Source: an optimization exercise on an open RTL-to-GDS flow (aim: small area). Production flows keep margins and buffers that such runs may drop. Only simulation tests tie the RTL to the original design; equivalence was not proved. Power figures rest on the tool's default switching activity, not on a simulated workload.

**flow/run.sh**
```bash
#!/bin/bash
# Own layout flow: the standard ORFS flow (standard.sh) run on a copy of
# ORFS's scripts folder with these changes:
#  - synthesis maps the combinational logic with an area-oriented ABC script
#    (flow/abc_area.script, selected by ABC_AREA=1);
#  - clock tree synthesis inserts no dummy loads and uses larger sink clusters;
#  - the port buffers use the smallest buffer;
#  - power recovery downsizes gates off the critical paths.
# Each tool's output goes to the ORFS logs under orfs/logs; make's output
# goes to standard.log in this folder.
set -euo pipefail
HERE=$(pwd)
S="$HERE/scripts_area"
rm -rf "$S"
cp -r "$FLOW_HOME/scripts" "$S"
cp "$HERE/flow/abc_area.script" "$S/abc_area.script"
sed -i 's/^  -repair_clock_nets\]/  -repair_clock_nets -dont_use_dummy_load]/' "$S/cts.tcl"
grep -q -- '-dont_use_dummy_load' "$S/cts.tcl"
bash standard.sh SCRIPTS_DIR="$S" ABC_AREA=1 \
  CTS_BUF_LIST=sky130_fd_sc_hd__clkbuf_8 \
  CTS_CLUSTER_SIZE=16 CTS_CLUSTER_DIAMETER=70 \
  BUFFER_PORTS_ARGS="-buffer_cell sky130_fd_sc_hd__buf_1" \
  RECOVER_POWER=100 \
  finish > "$HERE/standard.log" 2>&1
```
**flow/abc_area.script**
```
strash
&get -n
&st
&deepsyn -T 300
&put
ifraig
dch -f
amap
topo
```
**standard.sh**
```bash
#!/bin/bash
# synth_recipe.tcl (not shown) runs the flow's synth.tcl, then flattens the netlist and writes it again
# the make line also repeats each setting of config.mk as NAME=value (left out here)
make -C /OpenROAD-flow-scripts/flow DESIGN_CONFIG=/design/flow/config.mk WORK_HOME=/design/flow/orfs CLKGATE_MAP_FILE= SYNTH_SCRIPT=/design/flow/synth_recipe.tcl "${@:-finish}"
```
**config.mk**
```make
export PLATFORM = sky130hd
export DESIGN_NAME = CPU
export DESIGN_NICKNAME = CPU
export VERILOG_FILES = /design/flow/design.v
export SDC_FILE = /design/flow/constraint.sdc
export NUM_CORES = 4
export LEC_CHECK = 0
export CAP_MARGIN = 20
export CORE_MARGIN = 2
export CORE_UTILIZATION = 40
export PLACE_DENSITY = 0.6
export SLEW_MARGIN = 20
```
**constraint.sdc**
```tcl
create_clock -name core_clock -period 25.0 [get_ports {clk}]
set_input_delay 5.0000 -clock core_clock [delete_from_list [all_inputs] [get_ports {clk}]]
set_output_delay 5.0000 -clock core_clock [all_outputs]
set_load 0.01 [all_outputs]
```
**design.v**
```verilog
module ula(
    input clk,
    input rst,
    input start_p,
    input exec,
    input [17:0] chaves,
    input [2:0] op_p,
    input [3:0] d_p,
    input [10:0] fonte_p,
    input [1:0] rd,
    input [6:0] pos,
    output we,
    output wclr,
    output [1:0] wdig,
    output neg_cap,
    output dab_step,
    output dab_bit,
    output reg neg
);
    localparam [2:0] F_IDLE = 3'd0, F_RP = 3'd1, F_NEG = 3'd2, F_DAB = 3'd3,
                     F_RE = 3'd4, F_WR = 3'd5;
    reg [17:0] E;
    reg [2:0] fase;
    reg [3:0] k;
    reg inpass;
    reg [15:0] acc;
    reg c;
    reg hb;      
    wire [2:0] q = pos[2:0];
    wire q0 = (q == 3'd0);
    wire qlast = (q == 3'd7);
    wire srcE = fase[2];
    wire [2:0] op = srcE ? E[17:15] : op_p;
    wire [3:0] d = srcE ? E[14:11] : d_p;
    wire [10:0] f = srcE ? E[10:0] : fonte_p;
    wire [3:0] a = f[10:7];
    wire s = f[6];
    wire [5:0] m = f[5:0];
    wire [3:0] b = f[3:0];
    wire addsub = !op[2] && op[0];                  
    wire addisubi = (op == 3'd2) || (op == 3'd4);   
    wire is_mul = (op == 3'd5);
    wire is_clr = (op == 3'd6);
    wire last_k = is_mul ? (k[2] && k[0]) : (k[0] || !(addsub || addisubi));
    wire need_read = !(op == 3'd0 || is_clr || (k[0] && addisubi));
    wire [3:0] raddr = (fase == F_WR) ? (is_clr ? 4'd0 : d) :
                       (op == 3'd7) ? d : (k[0] && addsub) ? b : a;
    wire hit = (pos[6:3] == raddr);
    wire comp = (fase == F_RP) || (fase == F_RE);
    wire start_pass = !inpass && q0 &&
        ((comp && (hit || !need_read)) || (fase == F_NEG) || (fase == F_WR && hit));
    wire act = start_pass || inpass;
    wire end_pass = (fase == F_WR && is_clr) ? (&pos) : qlast;
    reg mbit;
    always @(*) begin
        case (k[2:0])
            3'd0: mbit = m[5];
            3'd1: mbit = m[4];
            3'd2: mbit = m[3];
            3'd3: mbit = m[2];
            3'd4: mbit = m[1];
            default: mbit = m[0];
        endcase
    end
    wire [1:0] imm = q0 ? m[1:0] : (q == 3'd1) ? m[3:2] : (q == 3'd2) ? m[5:4] : 2'd0;
    wire [1:0] acc_d = acc[1:0];
    wire [1:0] dbl = {acc_d[0], hb & !q0};
    reg [1:0] x, y;
    reg inv;
    always @(*) begin
        x = acc_d; y = 2'd0; inv = 1'b0;
        if (act && comp) begin
            x = 2'd0;
            case (op)
                3'd0: begin y = imm; inv = s; end
                3'd1, 3'd3: if (k[0]) begin x = acc_d; y = rd; inv = op[1]; end
                            else y = rd;
                3'd2, 3'd4: if (k[0]) begin x = acc_d; y = imm; inv = s ^ op[2]; end
                            else y = rd;
                3'd5: begin
                    x = (k == 4'd0) ? 2'd0 : dbl;
                    y = mbit ? rd : 2'd0;
                    inv = s & mbit;
                end
                3'd6: ;
                default: y = rd;
            endcase
        end else if (act && fase == F_NEG) begin
            x = 2'd0; y = acc_d; inv = neg;
        end
    end
    wire [1:0] yi = y ^ {2{inv}};
    wire [2:0] cc;
    wire [1:0] sum;
    assign cc[0] = act ? (q0 ? inv : c) : 1'b0;
    genvar gi;
    generate for (gi = 0; gi < 2; gi = gi + 1) begin : RC
        assign sum[gi] = x[gi] ^ yi[gi] ^ cc[gi];
        assign cc[gi+1] = (x[gi] & yi[gi]) | (cc[gi] & (x[gi] ^ yi[gi]));
    end endgenerate
    assign neg_cap = act && fase == F_RP && qlast && last_k;
    assign dab_step = (fase == F_DAB) && (q == ~k[3:1]);
    assign dab_bit = acc_d[~k[0]];
    assign we = act && fase == F_WR && (E[17:16] != 2'b11);
    assign wclr = act && fase == F_WR && (E[17:15] == 3'd6);
    assign wdig = acc_d;
    always @(posedge clk) begin
        acc <= {sum, acc[15:2]};
        c <= cc[2];
        hb <= acc_d[1];
        if (exec)
            E <= chaves;
        if (rst) begin
            fase <= F_IDLE;
            k <= 4'd0;
            inpass <= 1'b0;
            neg <= 1'b0;
        end else begin
            inpass <= act && !end_pass;
            if (neg_cap)
                neg <= sum[1];
            case (fase)
                F_IDLE: if (start_p) fase <= F_RP;
                        else if (exec) fase <= F_RE;
                F_RP: if (act && qlast)
                    if (last_k) begin k <= 4'd0; fase <= F_NEG; end
                    else k <= k + 4'd1;
                F_NEG: if (act && qlast) fase <= F_DAB;
                F_DAB: if (dab_step) begin
                    k <= k + 4'd1;
                    if (&k) fase <= F_RE;
                end
                F_RE: if (act && qlast)
                    if (last_k) begin
                        k <= 4'd0;
                        fase <= (E[17:15] == 3'd7) ? F_IDLE : F_WR;
                    end else k <= k + 4'd1;
                default: if (act && end_pass) fase <= F_IDLE;
            endcase
        end
    end
endmodule
module memoria(input clk, input rst, input enable, input ativar_clear,
    input [1:0] escrita,
    output [6:0] pos,
    output [1:0] leitura);
    reg [255:0] anel;
    reg [6:0] p;
    assign pos = p;
    assign leitura = anel[255:254];
    wire [1:0] entrada = ativar_clear ? 2'd0 : enable ? escrita : anel[255:254];
    always @(posedge clk) begin
        anel <= {anel[253:0], entrada};
        p <= rst ? 7'd0 : p + 7'd1;
    end
endmodule
module binario_bcd (
    input [18:0] x,
    input bit_in,
    output [18:0] y
);
    function [3:0] corr(input [3:0] d);
        corr = (d >= 4'd5) ? d + 4'd3 : d;
    endfunction
    wire [17:0] c = {x[17:16], corr(x[15:12]), corr(x[11:8]), corr(x[7:4]), corr(x[3:0])};
    assign y = {c, bit_in};
endmodule
module displayLCD (
    input wire clk,
    input wire rst,
    input wire btn_send,
    input wire [2:0] op_selc,
    input wire [3:0] logger,
    input wire [10:0] fonte,
    input wire dab_bit,
    input wire neg,
    input wire neg_cap,
    input wire dab_step,
    output wire start_p,
    output wire [2:0] op_p,
    output wire [3:0] d_p,
    output wire [10:0] fonte_p,
    output reg [7:0] lcd_data,
    output reg lcd_rs,
    output wire lcd_rw,
    output reg lcd_e
);
    assign lcd_rw = 1'b0;
    localparam [2:0]
        S_OFF = 3'd0,
        S_INIT_START = 3'd1,
        S_INIT = 3'd2,
        S_IDLE = 3'd3,
        S_SYNC = 3'd4,
        S_CMD = 3'd5,
        S_DATA = 3'd6,
        S_WAIT_RELEASE = 3'd7;
    reg [2:0] state;
    reg [10:0] cnt;
    reg [4:0] msg_idx;
    reg [2:0] reg_op;
    reg [3:0] reg_logger;
    reg [18:0] bcd;
    wire [18:0] bcd_step;
    binario_bcd conv(.x(bcd), .bit_in(dab_bit), .y(bcd_step));
    assign start_p = (state == S_IDLE) && btn_send;
    assign op_p = reg_op;
    assign d_p = reg_logger;
    assign fonte_p = bcd[10:0];
    wire msg_step;
    wire [16:0] ci;
    wire [15:0] mc = {msg_idx, cnt};
    wire [15:0] mc_inc;
    assign ci[0] = 1'b1;
    genvar gi;
    generate for (gi = 0; gi < 16; gi = gi + 1) begin : INC
        wire cin = (gi == 11) ? (ci[gi] | msg_step) : ci[gi];
        assign mc_inc[gi] = mc[gi] ^ cin;
        assign ci[gi+1] = mc[gi] & cin;
    end endgenerate
    wire init_end = msg_idx[3] & msg_idx[0] & cnt[10] & cnt[9] & cnt[5];  
    wire end50 = cnt[5] & cnt[4] & cnt[1];                                 
    wire end1610 = cnt[10] & cnt[9] & cnt[6] & cnt[3] & cnt[1];            
    wire zero = ~|cnt;
    wire pulse = ~zero & (cnt < 11'd10);
    wire sync_end = cnt[4];                                                
    wire cmd_char = ~|msg_idx[3:0];                                        
    wire [1:0] cmd_idx = msg_idx[1:0];
    wire unit_end = (state == S_INIT) ? (cmd_idx == 2'd2 ? end1610 : end50) :
                    (state == S_CMD) ? (end50 | (zero & ~cmd_char)) : end50;
    assign msg_step = ((state == S_DATA) && end50) || ((state == S_INIT) && unit_end);
    reg [2:0] next_state;
    reg cnt_clr, cnt_one, msg_clr, msg_en;
    always @(*) begin
        next_state = state;
        cnt_clr = 1'b0; cnt_one = 1'b0; msg_clr = 1'b0; msg_en = 1'b0;
        case (state)
            S_OFF: begin
                cnt_clr = 1'b1; msg_clr = 1'b1;
                next_state = S_INIT_START;
            end
            S_INIT_START: begin
                msg_en = 1'b1;
                if (init_end) begin
                    cnt_one = 1'b1; msg_clr = 1'b1;
                    next_state = S_INIT;
                end
            end
            S_INIT: if (unit_end) begin
                cnt_one = 1'b1;
                msg_en = 1'b1;
                if (cmd_idx == 2'd3) begin
                    cnt_clr = 1'b1; msg_clr = 1'b1;
                    next_state = S_CMD;
                end
            end
            S_IDLE: begin
                cnt_clr = 1'b1;
                if (btn_send) next_state = S_SYNC;
            end
            S_SYNC: if (sync_end) begin
                cnt_clr = 1'b1; msg_clr = 1'b1;
                next_state = S_CMD;
            end
            S_CMD: if (unit_end) begin
                cnt_clr = 1'b1;
                next_state = S_DATA;
            end
            S_DATA: if (end50) begin
                cnt_clr = 1'b1;
                if (msg_idx == 5'd31)
                    next_state = S_WAIT_RELEASE;
                else begin
                    msg_en = 1'b1;
                    next_state = S_CMD;
                end
            end
            default: begin
                cnt_clr = 1'b1;
                if (!btn_send) next_state = S_IDLE;
            end
        endcase
    end
    always @(posedge clk) begin
        if (rst) begin
            state <= S_OFF;
            reg_op <= 0;
            reg_logger <= 0;
        end else begin
            state <= next_state;
            if (start_p) begin
                reg_op <= op_selc;
                reg_logger <= logger;
            end
        end
        cnt <= (rst || cnt_clr) ? 11'd0 : cnt_one ? 11'd1 : mc_inc[10:0];
        if (rst || msg_clr)
            msg_idx <= 5'd0;
        else if (msg_en)
            msg_idx <= mc_inc[15:11];
        if (rst || neg_cap)
            bcd <= 19'd0;
        else if (start_p)
            bcd[10:0] <= fonte;
        else if (dab_step)
            bcd <= bcd_step;
    end
    reg [7:0] ch;
    reg [3:0] digit;
    always @(*) begin
        case (msg_idx[2:0])
            3'd3: digit = {1'b0, bcd[18:16]};
            3'd4: digit = bcd[15:12];
            3'd5: digit = bcd[11:8];
            3'd6: digit = bcd[7:4];
            default: digit = bcd[3:0];
        endcase
        case (msg_idx)
            5'd0: case (reg_op)
                3'd0: ch = "L"; 3'd1: ch = "A"; 3'd2: ch = "A"; 3'd3: ch = "S";
                3'd4: ch = "S"; 3'd5: ch = "M"; 3'd6: ch = "C"; default: ch = "D";
            endcase
            5'd1: case (reg_op)
                3'd0: ch = "O"; 3'd1: ch = "D"; 3'd2: ch = "D"; 3'd3: ch = "U";
                3'd4: ch = "U"; 3'd5: ch = "U"; 3'd6: ch = "L"; default: ch = "P";
            endcase
            5'd2: case (reg_op)
                3'd0: ch = "A"; 3'd1: ch = "D"; 3'd2: ch = "D"; 3'd3: ch = "B";
                3'd4: ch = "B"; 3'd5: ch = "L"; 3'd6: ch = "R"; default: ch = "L";
            endcase
            5'd3: case (reg_op)
                3'd0: ch = "D"; 3'd2: ch = "I"; 3'd4: ch = "I"; 3'd5: ch = "T";
                default: ch = " ";
            endcase
            5'd10: ch = "[";
            5'd11: ch = {7'b0011000, reg_logger[3]};
            5'd12: ch = {7'b0011000, reg_logger[2]};
            5'd13: ch = {7'b0011000, reg_logger[1]};
            5'd14: ch = {7'b0011000, reg_logger[0]};
            5'd15: ch = "]";
            5'd26: ch = neg ? "-" : "+";
            5'd27, 5'd28, 5'd29, 5'd30, 5'd31: ch = {4'b0011, digit};
            default: ch = " ";
        endcase
    end
    always @(*) begin
        lcd_e = 1'b0;
        lcd_rs = 1'b0;
        lcd_data = 8'd0;
        if (!zero) case (state)
            S_INIT: begin
                lcd_e = pulse;
                case (cmd_idx)
                    2'd0: lcd_data = 8'h38;
                    2'd1: lcd_data = 8'h0C;
                    2'd2: lcd_data = 8'h01;
                    default: lcd_data = 8'h06;
                endcase
            end
            S_CMD: begin
                lcd_e = pulse;
                lcd_data = msg_idx[4] ? 8'hC0 : 8'h80;
            end
            S_DATA: begin
                lcd_e = pulse;
                lcd_rs = 1'b1;
                lcd_data = ch;
            end
            default: ;
        endcase
    end
endmodule
module detector_botao(
    input clk,
    input rst,
    input botao_agora,
    output reg flag_botao
);
    reg [10:0] contador;
    reg estado_estavel;
    reg estado_anterior;
    wire fim = (contador == 11'b01110100111);
    wire difere = botao_agora ^ estado_estavel;
    wire [10:0] prox = {contador[9:0], ~(contador[10] ^ contador[8])};
    always @(posedge clk) begin
        if (rst || !difere || fim)
            contador <= 11'd0;
        else
            contador <= prox;
        if (rst) begin
            estado_estavel <= 1'b0;
            estado_anterior <= 1'b0;
            flag_botao <= 1'b0;
        end else begin
            if (difere && fim)
                estado_estavel <= botao_agora;
            estado_anterior <= estado_estavel;
            flag_botao <= estado_estavel & ~estado_anterior;
        end
    end
endmodule
module CPU (
    input clk,
    input rst,  
    input botao_ligar_agora,
    input botao_enviar_agora,
    input [17:0] instrucao_completa,
    output reg flag_clear_memoria,
    output reg flag_escrever,
    output [7:0] lcd_data,
    output lcd_rs,
    output lcd_rw,
    output lcd_e,
    output lcd_on
);
    assign lcd_on = 1'b1;
    localparam OP_CLEAR = 3'b110;
    localparam OP_DISPLAY = 3'b111;
    localparam S_DESLIGADO = 2'd0,
               S_AGUARDANDO = 2'd1,
               S_EXECUTANDO = 2'd2;
    reg [1:0] estado;
    reg sistema_ligado;
    wire flag_ligar, flag_enviar;
    wire [2:0] opcode_chaves = instrucao_completa[17:15];
    wire [3:0] rd = instrucao_completa[14:11];
    wire [1:0] leitura, wdig;
    wire dab_bit, neg;
    wire we, wclr, start_p, neg_cap, dab_step;
    wire [2:0] op_p;
    wire [3:0] d_p;
    wire [10:0] fonte_p;
    wire [6:0] pos;
    memoria banco_memoria(
        .clk(clk),
        .rst(~sistema_ligado),
        .enable(we),
        .ativar_clear(wclr || ~sistema_ligado),
        .escrita(wdig),
        .pos(pos),
        .leitura(leitura)
    );
    ula ula(
        .clk(clk),
        .rst(~sistema_ligado),
        .start_p(start_p),
        .exec(estado == S_EXECUTANDO),
        .chaves(instrucao_completa),
        .op_p(op_p),
        .d_p(d_p),
        .fonte_p(fonte_p),
        .rd(leitura),
        .pos(pos),
        .we(we),
        .wclr(wclr),
        .wdig(wdig),
        .neg_cap(neg_cap),
        .dab_step(dab_step),
        .dab_bit(dab_bit),
        .neg(neg)
    );
    displayLCD LCD(
        .clk(clk),
        .rst(~sistema_ligado),
        .btn_send(flag_enviar),
        .op_selc(opcode_chaves),
        .logger(opcode_chaves == OP_CLEAR ? 4'd0 : rd),
        .fonte(instrucao_completa[10:0]),
        .dab_bit(dab_bit),
        .neg(neg),
        .neg_cap(neg_cap),
        .dab_step(dab_step),
        .start_p(start_p),
        .op_p(op_p),
        .d_p(d_p),
        .fonte_p(fonte_p),
        .lcd_data(lcd_data),
        .lcd_rs(lcd_rs),
        .lcd_rw(lcd_rw),
        .lcd_e(lcd_e)
    );
    detector_botao detector_ligar (
        .clk(clk), .rst(rst),
        .botao_agora(botao_ligar_agora),
        .flag_botao(flag_ligar)
    );
    detector_botao detector_enviar (
        .clk(clk), .rst(rst),
        .botao_agora(botao_enviar_agora),
        .flag_botao(flag_enviar)
    );
    always @(posedge clk) begin
        if (rst)
            sistema_ligado <= 1'b0;
        else if (flag_ligar)
            sistema_ligado <= ~sistema_ligado;
    end
    always @(posedge clk) begin
        if (~sistema_ligado)
            estado <= S_DESLIGADO;
        else case (estado)
            S_DESLIGADO: estado <= S_AGUARDANDO;
            S_AGUARDANDO: if (flag_enviar) estado <= S_EXECUTANDO;
            default: estado <= S_AGUARDANDO;
        endcase
    end
    always @(*) begin
        flag_escrever = 1'b0;
        flag_clear_memoria = 1'b0;
        if (estado == S_EXECUTANDO) begin
            if (opcode_chaves == OP_CLEAR)
                flag_clear_memoria = 1'b1;
            else if (opcode_chaves != OP_DISPLAY)
                flag_escrever = 1'b1;
        end
    end
endmodule
```
==> flow_summary.json, run 1 <==
{
  "synth_top_cell_area_share_pct": 64.7,
  "dp.cells": 1409,
  "status": "finished clean",
  "pin_count": 36,
  "cts_resized": 0,
  "synth.largest_area_cell": "dfxtp_1",
  "io_buffer_count": 33,
  "critPathTopFamily": "buffers and inverters",
  "die_w_um": 172,
  "critPathKind": "in -> out",
  "rows": 61,
  "rrSetupSlack_ns": 18.07,
  "synth_seq_area_share_pct": 69.5,
  "fin_crit_sh_pct": 43.1,
  "powerDensity_mw_per_mm2": 73.3,
  "final_cells": 1437,
  "crit_slowest_cell": "nor4_1",
  "gp_congestion": 0.919,
  "comb_power_share_pct": 1.2,
  "worstMarginPinSlew_ns": 1.13,
  "maxSlewViolCount": 0,
  "power_frac_seq_pct": 68.7,
  "grt_pass1_wl_um": 34300,
  "skew_ns": 0.0466,
  "power_mw": 0.901,
  "pre_cts_slack_ns": 14.27,
  "ir_drop_v": 0.0000521,
  "worst-path-buf-inv": 3,
  "p_leak_nw": 4.43,
  "drive_above_1_share_pct": 2.64,
  "wl_um": 20800,
  "grt_usage_pct": 14.4,
  "grt_overflow": 0,
  "syn-instance-count": 1000,
  "switching_power_mw": 0.179,
  "post-route-min-period_ns": 10.77,
  "hpwl_um": 14300,
  "syn_nets": 1057,
  "ys_warn_count": 6,
  "dieArea_mm2": 0.0297,
  "cts-root-buf": "clkbuf_8",
  "critical-path-max-stage-delay_ns": 0.31,
  "fillers": 2627,
  "yosysUniqueCellTypes": 49,
  "synth_edf_count": 18,
  "hold_viol": 0,
  "dpl_cell_area_mm2": 0.0119,
  "worstSetupStartpointType": "input port",
  "multi_input_area_mm2": 0.00301,
  "first_global_vias": 6790,
  "start_util_pct": 40.6,
  "cts_tree": "done",
  "finalInstanceArea_mm2": 0.0123,
  "synth_top_cells_by_area": "dfxtp_1, edfxtp_1, clkinv_1",
  "worstPathRequired_ns": 20.00,
  "synth_area_mm2": 0.0113,
  "htreeDepth": 1,
  "crit_fanout": 3,
  "path_common_cell": "buf_1",
  "p_int_mw": 0.722,
  "final_core_util_pct": 44.1,
  "cap_violations": 0,
  "final_cell_mix": "dfxtp_1, clkinv_1, nor2_1",
  "cp.arrival_ns": 5.77,
  "viasPerCell": 4.93,
  "area_growth_pct": 8.54,
  "layout_setup_ws_ns": 14.23,
  "clkLatencyLatePin_ns": 0.57,
  "final_common_cell": "dfxtp_1",
  "ys.flop_type": "dfxtp_1",
  "syn_area_per_cell_um2": 11.3,
  "dr.pass1.iters": 5,
  "ys_async_sr_fraction_pct": 0,
  "max_freq_mhz": 92.9,
  "cp-end-kind": "output pin",
  "drc": 0,
  "final-setup-viol-count": 0,
  "drt_iter0_markers": 591,
  "fin_nets": 1118,
  "vias": 7088,
  "worst_hold_path_type": "reg -> reg",
  "swShare_pct": 19.9,
  "grt_setup_unrepaired": "no",
  "seq_area_mm2": 0.00787,
  "cts_sinks": 384,
  "diodes": 0,
  "crit_chain": "buf_1 -> clkinv_1 -> nor4_1 -> buf_1",
  "ys_ff_latch": 384,
  "tns_ns": 0,
  "slew_headroom_pct": 22.6,
  "antenna_found_initial": 0,
  "hold_buffers": 0,
  "coreArea_mm2": 0.0279,
  "cts.path.max_buffers": 3,
  "grt_start_max_net_pins": 20,
  "wl_per_cell_um": 14.5,
  "postCtsSetupRepairBufs": 0,
  "p_clk_share_pct": 30.1,
  "holdWs_ns": 0.297,
  "drtAntennaViolNets": 0,
  "clk_pin_slew_ns": 0.09,
  "chipHeight_um": 172,
  "cts_buffers": 28
}
-- routing by layer --
layer / wire length (um) / up-vias / track usage (%)
li1: - / 3532 / -
met1: 10400 / 3290 / 21.0
met2: 8300 / 218 / 21.0
met3: 1360 / 48 / 2.93
met4: 750 / 0 / 5.52
met5: 0 / - / 0
-- cell families after synthesis --
family / after synthesis / synth area share, %
simple gates: 264 / 10.7
xor+xnor: 1 / 0.0774
buf+inv: 116 / 3.91
compound gates: 198 / 11.7
fa+ha+maj: 35 / 4.00
flops: 384 / 69.5
other cells: 2 / 0.0664
-- power groups by stage --
stage / Combinational [mW] / Sequential [mW] / Clock [mW]
final: 0.0110 / 0.619 / 0.271
after global routing: 0.0124 / 0.619 / 0.308
after CTS: 0.0110 / 0.619 / 0.285
after detailed placement: 0.0108 / 0.633 / 0
after global placement: 0.0109 / 0.633 / 0
after floorplan: 0.00677 / 0.633 / 0
-- flip-flops by register name (all words and copies together) (netlist names), 2 cells and up --
| signal | flops |
|---|---|
| banco_memoria.p | 7 |
| LCD.cnt | 11 |
| ula.acc | 16 |
| LCD.reg_logger | 4 |
| ula.fase | 3 |
| ula.k | 4 |
| LCD.msg_idx | 5 |
| LCD.state | 3 |
| detector_enviar.contador | 11 |
| ula.E | 18 |
| detector_ligar.contador | 11 |
| LCD.reg_op | 3 |
| banco_memoria.anel | 256 |
| estado | 2 |
| LCD.bcd | 19 |
-- synthesized netlist by cell type, types with 5 or more instances --
cell / number
a211oi_1: 9
edfxtp_1: 18
nor2_1: 104
dfxtp_1: 366
ha_1: 33
nand2_1: 42
o22ai_1: 38
o21a_1: 8
nor4_1: 6
or3_1: 5
a22oi_1: 7
o221ai_1: 5
nor2b_1: 28
nand3_1: 16
o21ai_0: 41
nor3_1: 44
a222oi_1: 5
clkinv_1: 114
a21oi_1: 40
or2_0: 6
o32ai_1: 7
-- final cells by class --
cell class	instances	share of cell area, %
multi-input cells	500	24.5
well taps	378	3.85
clock buffers	28	3.14
inverters	114	3.48
flip-flops and latches	384	64.0
repair buffers	33	1.01
-- final timing paths --
check / startpoint / to / cells after the start
hold / removal: ula.acc[15] / ula.acc[13] / 0
hold reg to reg: ula.acc[15] / ula.acc[13] / 0
setup / recovery: instrucao_completa[17] / flag_clear_memoria / 4
setup reg to reg: ula.fase[2] / ula.neg / 25
==> inputs of run 2 (changes only) <==
--- a/flow/run.sh
+++ b/flow/run.sh
@@ -20,3 +20,3 @@
   CTS_BUF_LIST=sky130_fd_sc_hd__clkbuf_8 \
-  CTS_CLUSTER_SIZE=16 CTS_CLUSTER_DIAMETER=70 \
+  CTS_CLUSTER_SIZE=14 CTS_CLUSTER_DIAMETER=50 \
   BUFFER_PORTS_ARGS="-buffer_cell sky130_fd_sc_hd__buf_1" \
==> run 2 against run 1 <==
  * Non-clock buffer count unchanged
  * Clock-buffer cell count increased by 10
  * Via count increased by 0.52%
  * Core utilization increased by 0.49 points
  * Final cell count increased by 0.70%
  * Still clean
==> flow_summary.json, run 2 <==
{
  "cts_resized": 0,
  "grt_usage_pct": 14.7,
  "first_global_vias": 6910,
  "pre_cts_slack_ns": 14.27,
  "fin_nets": 1128,
  "post-route-min-period_ns": 10.76,
  "cts.path.max_buffers": 3,
  "skew_ns": 0.0639,
  "r2r_start": "ula.fase[2]",
  "synth_area_mm2": 0.0113,
  "cts_tree": "done",
  "gp_congestion": 0.919,
  "worstSetupStartpointType": "input port",
  "htreeDepth": 2,
  "path_common_cell": "buf_1",
  "synth_edf_count": 18,
  "coreArea_mm2": 0.0279,
  "area_growth_pct": 9.76,
  "layout_setup_ws_ns": 14.24,
  "ys.flop_type": "dfxtp_1",
  "io_buffer_count": 33,
  "grt_setup_unrepaired": "no",
  "vias": 7125,
  "slew_headroom_pct": 22.2,
  "crit_fanout": 3,
  "yosys-top-cells-count": "dfxtp_1, clkinv_1, nor2_1, nor3_1, nand2_1",
  "ys_warn_count": 6,
  "hold_depth": 0,
  "synth_top_cells_by_area": "dfxtp_1, edfxtp_1, clkinv_1",
  "synth.largest_area_cell": "dfxtp_1",
  "max_freq_mhz": 92.9,
  "rr_worst_depth": 25,
  "worst_hold_path_type": "reg -> reg",
  "hold_start": "ula.acc[15]",
  "hpwl_um": 14300,
  "crit_slowest_cell": "nor4_1",
  "die_w_um": 172,
  "critical-path-max-stage-delay_ns": 0.30,
  "r2r-end": "ula.neg",
  "cp-end-kind": "output pin",
  "largest_reg_flops": 256,
  "holdWs_ns": 0.265,
  "tns_ns": 0,
  "critPathKind": "in -> out",
  "crit_chain": "buf_1 -> clkinv_1 -> nor4_1 -> buf_1",
  "drive_above_1_share_pct": 3.55,
  "reg.largest.list": "banco_memoria.anel x256, LCD.bcd x19, ula.E x18",
  "syn-instance-count": 1000,
  "pin_count": 36,
  "syn_area_per_cell_um2": 11.3,
  "powerDensity_mw_per_mm2": 76.2,
  "synth_seq_area_share_pct": 69.5,
  "syn_nets": 1057,
  "drt_iter0_markers": 632,
  "wl_per_cell_um": 14.5,
  "cts-root-buf": "clkbuf_8",
  "grt_overflow": 0,
  "clkLatencyLatePin_ns": 0.55,
  "hold_buffers": 0,
  "postCtsSetupRepairBufs": 0,
  "largest-register": "banco_memoria.anel",
  "cts_buffers": 38,
  "cts_sinks": 384,
  "ir_drop_v": 0.0000488,
  "grt_pass1_wl_um": 34700,
  "yosysUniqueCellTypes": 49,
  "final_core_util_pct": 44.6,
  "worstMarginPinSlew_ns": 1.14,
  "final-setup-viol-count": 0,
  "clk_pin_slew_ns": 0.08,
  "dieArea_mm2": 0.0297,
  "ys_ff_latch": 384,
  "dr.pass1.iters": 5,
  "synth_top_cell_area_share_pct": 64.7,
  "start_util_pct": 40.6,
  "chipHeight_um": 172,
  "diodes": 0,
  "ys_async_sr_fraction_pct": 0,
  "viasPerCell": 4.92,
  "hold_end": "ula.acc[13]",
  "antenna_found_initial": 0,
  "final_common_cell": "dfxtp_1",
  "cap_violations": 0,
  "maxSlewViolCount": 0,
  "rows": 61,
  "p_leak_nw": 4.50,
  "synth_most_common_cell": "dfxtp_1",
  "fillers": 2618,
  "cp.arrival_ns": 5.76,
  "grt_start_max_net_pins": 20,
  "rrSetupSlack_ns": 18.03,
  "fin_crit_sh_pct": 43.0,
  "worstPathRequired_ns": 20.00,
  "wl_um": 21100,
  "drc": 0,
  "drtAntennaViolNets": 0,
  "status": "finished clean",
  "hold_viol": 0,
  "final_cell_mix": "dfxtp_1, clkinv_1, nor2_1"
}
## run 2: layout make-up
cell class | instances | area, um2 | area share, %
multi-input cells | 500 | 3010 | 24.2
well taps | 378 | 473 | 3.81
clock buffers | 38 | 523 | 4.21
flip-flops and latches | 384 | 7870 | 63.3
inverters | 114 | 428 | 3.44
repair buffers | 33 | 124 | 0.997
## run 2: worst max-delay path by stage
stage                                 startpoint            endpoint  slack [ns]  cells past startpoint
after floorplan           instrucao_completa[16]  flag_clear_memoria       14.47                      2
after global placement    instrucao_completa[16]  flag_clear_memoria       14.31                      4
after detailed placement  instrucao_completa[17]  flag_clear_memoria       14.27                      4
after CTS                 instrucao_completa[17]  flag_clear_memoria       14.26                      4
after global routing      instrucao_completa[17]  flag_clear_memoria       14.20                      4
final                     instrucao_completa[17]  flag_clear_memoria       14.24                      4
## run 2: worst max-delay path: cells and delay by family
| kind | cells | cell delay, ns |
|---|---|---|
| buf+inv | 3 | 0.46 |
| simple gates | 1 | 0.30 |
## run 2: metrics by stage
stage	instances	total power, mW	cell area (um2)
finish	1447	0.947	12400
global route	1447	0.986	12400
CTS	1447	0.961	12400
detailed placement	1409	0.644	11900
global placement	1409	0.644	11900
floorplan	1000	0.640	11300
## run 2: cell families (layout without fill, tap and decap cells)
kind of cell    Yosys count  after routing  synth area share [%]
fa+ha+maj                35             35                  4.00
other cells               2              2                0.0664
xor+xnor                  1              1                0.0774
flops                   384            384                  69.5
simple gates            264            264                  10.7
compound gates          198            198                  11.7
buf+inv                 116            185                  3.91
## run 2: report_power, final
| part | total, mW | switching [mW] | internal [mW] |
|---|---|---|---|
| registers | 0.619 | 0.00102 | 0.618 |
| clock network | 0.317 | 0.181 | 0.136 |
| logic | 0.0111 | 0.00728 | 0.00381 |
| total | 0.947 | 0.190 | 0.757 |
## run 2: routing by layer
metal	vias up	wire length [um]	GRT usage, %
li1	3563	-	-
met1	3285	10500	20.9
met2	216	8370	21.1
met3	61	1260	3.23
met4	0	896	7.34
met5	-	0	0
==> inputs of run 3 (changes only) <==
--- a/design.v
+++ b/design.v
@@ -23,3 +23,3 @@
     reg [2:0] fase;
-    reg [3:0] k;
+    reg [2:0] k;
     reg inpass;
@@ -50,5 +50,6 @@
     wire start_pass = !inpass && q0 &&
-        ((comp && (hit || !need_read)) || (fase == F_NEG) || (fase == F_WR && hit));
+        ((comp && (hit || !need_read)) || (fase == F_NEG) || (fase == F_WR && hit) ||
+         (fase == F_DAB && pos[6:3] == 4'd0));
     wire act = start_pass || inpass;
-    wire end_pass = (fase == F_WR && is_clr) ? (&pos) : qlast;
+    wire end_pass = ((fase == F_WR && is_clr) || fase == F_DAB) ? (&pos) : qlast;
     reg mbit;
@@ -80,3 +81,3 @@
                 3'd5: begin
-                    x = (k == 4'd0) ? 2'd0 : dbl;
+                    x = (k == 3'd0) ? 2'd0 : dbl;
                     y = mbit ? rd : 2'd0;
@@ -101,4 +102,4 @@
     assign neg_cap = act && fase == F_RP && qlast && last_k;
-    assign dab_step = (fase == F_DAB) && (q == ~k[3:1]);
-    assign dab_bit = acc_d[~k[0]];
+    assign dab_step = act && (fase == F_DAB) && (q == ~pos[6:4]);
+    assign dab_bit = acc_d[~pos[3]];
     assign we = act && fase == F_WR && (E[17:16] != 2'b11);
@@ -114,3 +115,3 @@
             fase <= F_IDLE;
-            k <= 4'd0;
+            k <= 3'd0;
             inpass <= 1'b0;
@@ -125,14 +126,11 @@
                 F_RP: if (act && qlast)
-                    if (last_k) begin k <= 4'd0; fase <= F_NEG; end
-                    else k <= k + 4'd1;
+                    if (last_k) begin k <= 3'd0; fase <= F_NEG; end
+                    else k <= k + 3'd1;
                 F_NEG: if (act && qlast) fase <= F_DAB;
-                F_DAB: if (dab_step) begin
-                    k <= k + 4'd1;
-                    if (&k) fase <= F_RE;
-                end
+                F_DAB: if (act && end_pass) fase <= F_RE;
                 F_RE: if (act && qlast)
                     if (last_k) begin
-                        k <= 4'd0;
+                        k <= 3'd0;
                         fase <= (E[17:15] == 3'd7) ? F_IDLE : F_WR;
-                    end else k <= k + 4'd1;
+                    end else k <= k + 3'd1;
                 default: if (act && end_pass) fase <= F_IDLE;
@@ -157,5 +155,5 @@
 module binario_bcd (
-    input [18:0] x,
+    input [17:0] x,
     input bit_in,
-    output [18:0] y
+    output [17:0] y
 );
@@ -164,3 +162,3 @@
     endfunction
-    wire [17:0] c = {x[17:16], corr(x[15:12]), corr(x[11:8]), corr(x[7:4]), corr(x[3:0])};
+    wire [16:0] c = {x[16], corr(x[15:12]), corr(x[11:8]), corr(x[7:4]), corr(x[3:0])};
     assign y = {c, bit_in};
@@ -202,4 +200,4 @@
     reg [3:0] reg_logger;
-    reg [18:0] bcd;
-    wire [18:0] bcd_step;
+    reg [17:0] bcd;    
+    wire [17:0] bcd_step;
     binario_bcd conv(.x(bcd), .bit_in(dab_bit), .y(bcd_step));
@@ -301,3 +299,3 @@
         if (rst || neg_cap)
-            bcd <= 19'd0;
+            bcd <= 18'd0;
         else if (start_p)
@@ -311,3 +309,3 @@
         case (msg_idx[2:0])
-            3'd3: digit = {1'b0, bcd[18:16]};
+            3'd3: digit = {2'b00, bcd[17:16]};
             3'd4: digit = bcd[15:12];
--- a/flow/run.sh
+++ b/flow/run.sh
@@ -20,3 +20,3 @@
   CTS_BUF_LIST=sky130_fd_sc_hd__clkbuf_8 \
-  CTS_CLUSTER_SIZE=14 CTS_CLUSTER_DIAMETER=50 \
+  CTS_CLUSTER_SIZE=16 CTS_CLUSTER_DIAMETER=70 \
   BUFFER_PORTS_ARGS="-buffer_cell sky130_fd_sc_hd__buf_1" \
==> run 3 against run 2 <==
  * Clock-buffer cell count shrank 10
  * Flip-flop and latch count shrank 2
  * Critical path depth is the same
  * Synthesized cell count shrank 1.9%
  * Register-to-register slack gained 0.58 ns
  * First-iteration DRC count shrank 16%
  * Synthesized area shrank 0.99%
  * Die area shrank 0.97%
  * Fmax grew 0.50%
  * Worst setup slack gained 0.054 ns
  * Global-route usage is essentially flat
  * Via count shrank 2.1%
  * Critical path type unchanged
  * Largest cell class unchanged
==> flow_summary.json, run 3 <==
{
  "drt_iter0_markers": 531,
  "largest_reg_flops": 256,
  "powerDensity_mw_per_mm2": 73.2,
  "antenna_found_initial": 0,
  "yosysUniqueCellTypes": 45,
  "power_mw": 0.891,
  "first_global_vias": 6847,
  "critPathTopFamily": "buffers and inverters",
  "pin_count": 36,
  "reg.largest.list": "banco_memoria.anel x256, LCD.bcd x18, ula.E x18",
  "clk_pin_slew_ns": 0.09,
  "wl_per_cell_um": 14.7,
  "ir_drop_v": 0.0000370,
  "syn-instance-count": 981,
  "vias": 6972,
  "hold_buffers": 0,
  "worst_hold_path_type": "reg -> reg",
  "hpwl_um": 14500,
  "syn_area_per_cell_um2": 11.4,
  "synth_most_common_cell": "dfxtp_1",
  "start_util_pct": 40.4,
  "largest-register": "banco_memoria.anel",
  "crit_fanout": 4,
  "cp-end-kind": "output pin",
  "rr_worst_depth": 21,
  "seq_area_mm2": 0.00783,
  "r2r_start": "ula.fase[2]",
  "final_common_cell": "dfxtp_1",
  "diodes": 0,
  "multi_input_area_mm2": 0.00291,
  "hold_viol": 0,
  "cts_sinks": 382,
  "clkLatencyLatePin_ns": 0.57,
  "drive_above_1_share_pct": 2.69,
  "drc": 0,
  "dr.pass1.iters": 5,
  "fin_nets": 1099,
  "final_cell_mix": "dfxtp_1, clkinv_1, nor2_1",
  "grt_start_max_net_pins": 21,
  "htreeDepth": 1,
  "critPathKind": "in -> out",
  "ys_async_sr_fraction_pct": 0,
  "grt_usage_pct": 14.7,
  "ys_ff_latch": 382,
  "hold_depth": 0,
  "path_common_cell": "buf_1",
  "synth_edf_count": 18,
  "tns_ns": 0,
  "cts-root-buf": "clkbuf_8",
  "synth_top_cells_by_area": "dfxtp_1, edfxtp_1, clkinv_1",
  "cts_buffers": 28,
  "viasPerCell": 4.92,
  "synth_top_cell_area_share_pct": 65.0,
  "grt_overflow": 0,
  "cap_violations": 0,
  "skew_ns": 0.0552,
  "postCtsSetupRepairBufs": 0,
  "cp.arrival_ns": 5.71,
  "synth.largest_area_cell": "dfxtp_1",
  "worstPathRequired_ns": 20.00,
  "io_buffer_count": 33,
  "cts_tree": "done",
  "crit_slowest_cell": "nor4_1",
  "p_leak_nw": 4.31,
  "yosys-top-cells-count": "dfxtp_1, clkinv_1, nor2_1, o22ai_1, o21ai_0",
  "pre_cts_slack_ns": 14.29,
  "maxSlewViolCount": 0,
  "die_w_um": 171,
  "gp_congestion": 0.903,
  "drtAntennaViolNets": 0,
  "fillers": 2632,
  "grt_pass1_wl_um": 34700,
  "cts_resized": 0,
  "chipHeight_um": 171,
  "layout_setup_ws_ns": 14.29,
  "status": "finished clean",
  "rows": 61,
  "critical-path-max-stage-delay_ns": 0.27,
  "worst-path-buf-inv": 3,
  "post-route-min-period_ns": 10.71,
  "synth_seq_area_share_pct": 69.9,
  "worstMarginPinSlew_ns": 0.877,
  "crit_chain": "buf_1 -> clkinv_1 -> nor4_1 -> buf_1",
  "crit_cells": 4,
  "area_growth_pct": 8.63,
  "cts.path.max_buffers": 3,
  "holdWs_ns": 0.321,
  "fin_crit_sh_pct": 42.8,
  "dieArea_mm2": 0.0294,
  "max_freq_mhz": 93.4,
  "hold_start": "banco_memoria.anel[230]",
  "worstSetupStartpointType": "input port",
  "syn_nets": 1038,
  "slew_headroom_pct": 41.3,
  "wl_um": 20900,
  "ys.flop_type": "dfxtp_1",
  "final-setup-viol-count": 0,
  "ys_warn_count": 6,
  "critPathLaunch": "instrucao_completa[16]",
  "coreArea_mm2": 0.0277,
  "synth_area_mm2": 0.0112,
  "grt_setup_unrepaired": "no"
}
run 3: worst reg2reg max path: stages (launching register included):
cell and delay, ns:
dfxtp_1 0.82, clkinv_1 0.58, o22ai_1 0.56, clkinv_1 0.26, a21oi_1 0.23, or2_0 0.26, o22ai_1 0.12, a211oi_1 0.35
or2_0 0.16, o2111ai_1 0.10, o22a_1 0.18, nor4_1 0.26, nor2_1 0.10, clkinv_1 0.21, nand3_1 0.24, or3_1 0.45
o32a_1 0.33, fa_1 0.43, clkinv_1 0.06, fa_1 0.43, clkinv_1 0.09, a21oi_1 0.06
run 3: stage by stage:
| step | utilization, % | cells | instance area [um2] |
|---|---|---|---|
| 2_1_floorplan | - | 981 | 11200 |
| 3_3_place_gp | 42.5 | 1390 | 11800 |
| 3_5_place_dp | 42.5 | 1390 | 11800 |
| 4_1_cts | 43.9 | 1418 | 12200 |
| 5_1_grt | 43.9 | 1418 | 12200 |
| 6_report | 43.9 | 1418 | 12200 |
run 3: cell type report:
type                            count  area share (%)
Clock buffer                       28            3.17
Inverter                          122            3.76
Multi-Input combinational cell    475            23.9
Sequential cell                   382            64.3
Tap cell                          378            3.89
Timing Repair Buffer               33            1.02
run 3: kinds of logic after synthesis:
logic type / share of synthesized area [%]
AND/OR/NAND/NOR: 9.85
adder cells (fa/ha/maj): 4.04
buffers and inverters: 4.22
AO/OA/AOI/OAI: 12.0
flip-flops: 69.9
other: 0.0670
run 3: final timing paths:
kind	end	slack, ns
hold / removal	banco_memoria.anel[232]	0.32
hold reg to reg	banco_memoria.anel[232]	0.32
setup / recovery	flag_clear_memoria	14.29
setup reg to reg	ula.neg	18.61
run 3: power by group:
part	internal, mW	switching [mW]
Combinational	0.00168	0.00369
Sequential	0.614	0.000464
Clock	0.100	0.171
Total	0.716	0.175
run 3: layer usage:
metal	up-vias	routed length [um]	track usage (%)
met2	201	8750	22.3
met1	3233	10100	20.6
met4	0	812	6.01
met3	53	1170	2.81
met5	-	0	0
li1	3485	-	-

-- afterwards: timing with drivers on the ports --
The flow's constraints put no driver on any port. The routed layouts listed below were extracted and timed again, unchanged, in two steps. Step 1 assumes that a clkbuf_16 drives the clock port and a buf_2 every other input. Step 2 also shifts input and output timing later by t, the mid clock arrival at the registers, as if the neighbouring blocks saw the same clock. a / b / c = ideal / step 1 / step 2; a / b = the first two.
| run | t (ns) | setup slack, ns | hold slack, ns | worst setup path at the end | worst register clock-pin slew, ns |
|---|---|---|---|---|---|
| run 1 | 0.587 | 14.235 / 14.213 / 14.213 | 0.297 / 0.297 / 0.297 | input to output | 0.10 / 0.10 |
| run 2 | 0.560 | 14.240 / 14.218 / 14.218 | 0.265 / 0.265 / 0.265 | input to output | 0.08 / 0.08 |
| run 3 | 0.581 | 14.294 / 14.268 / 14.268 | 0.321 / 0.321 / 0.321 | input to output | 0.10 / 0.10 |
After both steps every run listed still meets setup and hold. For run 3, which loses most, drivers alone change the setup slack by -0.026 ns; drivers and shift together by -0.026 ns.
